Background: an optimization exercise with open tools, aiming at small area. Do not read the settings as production practice.
The RTL was checked by simulation tests, not by an equivalence proof against the original design.
Power is estimated from default activity; no workload was simulated.

## udp_rx_stack
module udp_rx_stack(
    input               i_clk               ,
    input               i_rst               ,
    input [31:0]        i_local_ip          ,
    input               i_local_ip_valid    ,
    input [15:0]        i_local_port        ,
    input               i_local_port_valid  ,
    input [7:0]         i_GMII_data         ,
    input               i_GMII_valid        ,
    output [47:0]       o_rec_src_mac       ,
    output              o_rec_src_valid     ,
    output              o_crc_error         ,
    output              o_crc_valid         ,
    output [7:0]        o_udp_data          ,
    output [15:0]       o_udp_len           ,
    output              o_udp_last          ,
    output              o_udp_valid         ,
    output [15:0]       o_icmp_seq          ,
    output              o_icmp_reply        ,
    output [47:0]       o_arp_mac           ,
    output [31:0]       o_arp_ip            ,
    output              o_arp_valid         ,
    output              o_arp_reply
);
Size: about 1,000 cells after synthesis, roughly 390 flip-flops, ~240 I/O pins.
Settings: LEC_CHECK=0, CAP_MARGIN=20, CORE_MARGIN=2, CORE_UTILIZATION=65, SLEW_MARGIN=20; clock period 8.0 ns.
standard.sh (not shown) runs the stock make flow with config.mk's settings and CLKGATE_MAP_FILE= SYNTH_SCRIPT=/design/flow/synth_recipe.tcl, a recipe that flattens the netlist after the stock synthesis.
==> flow/flow/run.sh <==
#!/bin/bash
set -euo pipefail
cd "$(dirname "$0")/.."
export BUFFER_PORTS_ARGS="-buffer_cell sky130_fd_sc_hd__buf_1"
export CTS_ARGS="-sink_clustering_enable -repair_clock_nets -dont_use_dummy_load -buf_list sky130_fd_sc_hd__clkbuf_4 -sink_clustering_size 9 -sink_clustering_max_diameter 60"
bash standard.sh finish > flow_make.log 2>&1
The first run completed with no timing, DRC or antenna violations.
Next try:
--- a/flow/design.v
+++ b/flow/design.v
@@ -79,25 +79,25 @@
     output [15:0]       o_udp_len           ,
     output              o_udp_last          ,
     output              o_udp_valid         ,
     output [15:0]       o_icmp_seq          ,
     output              o_icmp_reply        ,
     output [47:0]       o_arp_mac           ,
     output [31:0]       o_arp_ip            ,
     output              o_arp_valid         ,
     output              o_arp_reply
 );
-reg [7:0]   s0, s1, s2, s3, s4, s5, s6, s7, s8, s9, s10;
+reg [7:0]   s0, s1, s2, s3, s4, s5, s6, s7, s8;
 always @(posedge i_clk) begin
     s0 <= i_GMII_data;
     s1 <= s0; s2 <= s1; s3 <= s2; s4 <= s3; s5 <= s4;
-    s6 <= s5; s7 <= s6; s8 <= s7; s9 <= s8; s10 <= s9;
+    s6 <= s5; s7 <= s6; s8 <= s7;
 end
 reg         v0, v1;
 always @(posedge i_clk or posedge i_rst) begin
     if (i_rst) begin
         v0 <= 1'b0;
         v1 <= 1'b0;
     end else begin
         v0 <= i_GMII_valid;
         v1 <= v0;
     end
@@ -229,21 +229,21 @@
 reg [15:0]  ip_len;                  
 always @(posedge i_clk)
     if (i0v && (ic == 11'd2 || ic == 11'd3))
         ip_len <= {ip_len[7:0], s6};
 reg         t17, t1;                 
 always @(posedge i_clk)
     if (i0v && ic == 11'd9) begin
         t17 <= s6 == 8'd17;
         t1  <= s6 == 8'd1;
     end
-wire        ip_hit = i1v && ic == 11'd20 && (t17 || t1) && {s10, s9, s8, s7} == local_ip;
+wire        ip_hit = i1v && ic == 11'd20 && (t17 || t1) && {pb, s8, s7} == local_ip;
 reg         ipv;
 always @(posedge i_clk or posedge i_rst) begin
     if (i_rst)
         ipv <= 1'b0;
     else if (i_end)
         ipv <= 1'b0;
     else if (ip_hit)
         ipv <= 1'b1;
 end
 reg [15:0]  local_port;
@@ -264,56 +264,55 @@
     end
 end
 assign      ic_run = i0v | a0v | ipv | xv;
 wire        uv     = xv & t17;
 wire        cv     = xv & t1;
 wire        u_in   = (xv | xvd) & t17;   
 reg [7:0]   u0;                      
 always @(posedge i_clk)
     if (ipv && t17)
         u0 <= s7;
-reg [15:0]  port;
+reg [15:0]  pb;
 always @(posedge i_clk)
-    if (uv && (ic == 11'd24 || ic == 11'd25))
-        port <= {port[7:0], u0};
+    if ((i0v && (ic == 11'd18 || ic == 11'd19)) ||
+        (uv  && (ic == 11'd24 || ic == 11'd25)) ||
+        (cv  && (ic == 11'd22 || ic == 11'd28 || ic == 11'd29)))
+        pb <= {pb[7:0], s8};
 wire        len_eq = {5'd0, ic} == ip_len;
 reg         len2, u_len;
 always @(posedge i_clk or posedge i_rst) begin
     if (i_rst)
         len2  <= 1'b0;
     else if (uv && ic == 11'd22)      
         len2 <= len_eq;
 end
 always @(posedge i_clk)
     u_len <= u_in;
 reg         ro_udp_valid, ro_udp_last;
 always @(posedge i_clk or posedge i_rst) begin
     if (i_rst) begin
         ro_udp_valid <= 1'b0;
         ro_udp_last  <= 1'b0;
     end else begin
         if (uv && !ipv)
             ro_udp_valid <= 1'b0;
-        else if (uv && ic == 11'd29 && port == local_port)
+        else if (uv && ic == 11'd29 && pb == local_port)
             ro_udp_valid <= 1'b1;
         ro_udp_last <= u_in ? len_eq : len2;
     end
 end
-reg         type8, ro_icmp_reply;
-always @(posedge i_clk)
-    if (cv && ic == 11'd22)
-        type8 <= s8 == 8'd8;
+reg         ro_icmp_reply;
 always @(posedge i_clk or posedge i_rst) begin
     if (i_rst)
         ro_icmp_reply <= 1'b0;
     else
-        ro_icmp_reply <= cv && ic == 11'd29 && type8;
+        ro_icmp_reply <= cv && ic == 11'd29 && pb[15:8] == 8'd8;
 end
 reg         op12, op1;
 always @(posedge i_clk)
     if (a0v && ic == 11'd7) begin
         op12 <= s7 == 8'd0 && (s6 == 8'd1 || s6 == 8'd2);
         op1  <= s7 == 8'd0 && s6 == 8'd1;
     end
 reg [47:0]  arp_mac;
 reg [31:0]  arp_ip;
 reg         ro_arp_valid, ro_arp_reply;
@@ -333,17 +332,17 @@
     end
 end
 assign o_rec_src_mac   = src_mac;
 assign o_rec_src_valid = src_valid;
 assign o_crc_error     = ro_crc_error;
 assign o_crc_valid     = ro_crc_valid;
 assign o_udp_data      = u0;
 assign o_udp_len       = u_len ? ip_len - 16'd28 : 16'hFFFA;
 assign o_udp_last      = ro_udp_last;
 assign o_udp_valid     = ro_udp_valid;
-assign o_icmp_seq      = {s10, s9};
+assign o_icmp_seq      = pb;
 assign o_icmp_reply    = ro_icmp_reply;
 assign o_arp_mac       = arp_mac;
 assign o_arp_ip        = arp_ip;
 assign o_arp_valid     = ro_arp_valid;
 assign o_arp_reply     = ro_arp_reply;
 endmodule
=>
- maximum frequency rises by 5.4%
- total power falls by 2.9%
- utilization rises by 0.31 points
- die area falls by 2.8%
- clock skew rises by 0.010 ns
- design area falls by about 2.7%
- global-route usage rises by 0.89 points
- sequential share of layout area falls by 0.63 points
- critical path depth is unchanged

==> port drivers added, routing unchanged <==
The flow's constraints put no driver on any port. The routed layouts listed below were extracted and timed again, unchanged, in two steps.
Step 1 sets driving cells, clkbuf_16 on the clock port and buf_2 on the other inputs (assumed; they add their load-dependent delay and slew).
Step 2 moves the port delays by t, midway between the first and last clock arrival at a register: inputs arrive t later, outputs are due t later. That takes back most of the time a late clock gives input paths.
Slacks: ideal ports / drivers / drivers and shift; pairs: ideal ports / drivers.
run | t (ns) | slack for setup (ns) | worst setup path after step 2 | worst register clock-pin slew, ns
the first run | 0.686 | 3.741 / 3.700 / 4.386 | register to output | 0.11 / 0.11
the second run | 0.663 | 3.959 / 3.916 / 4.580 | register to output | 0.11 / 0.11
After both steps every run listed still meets setup and hold.
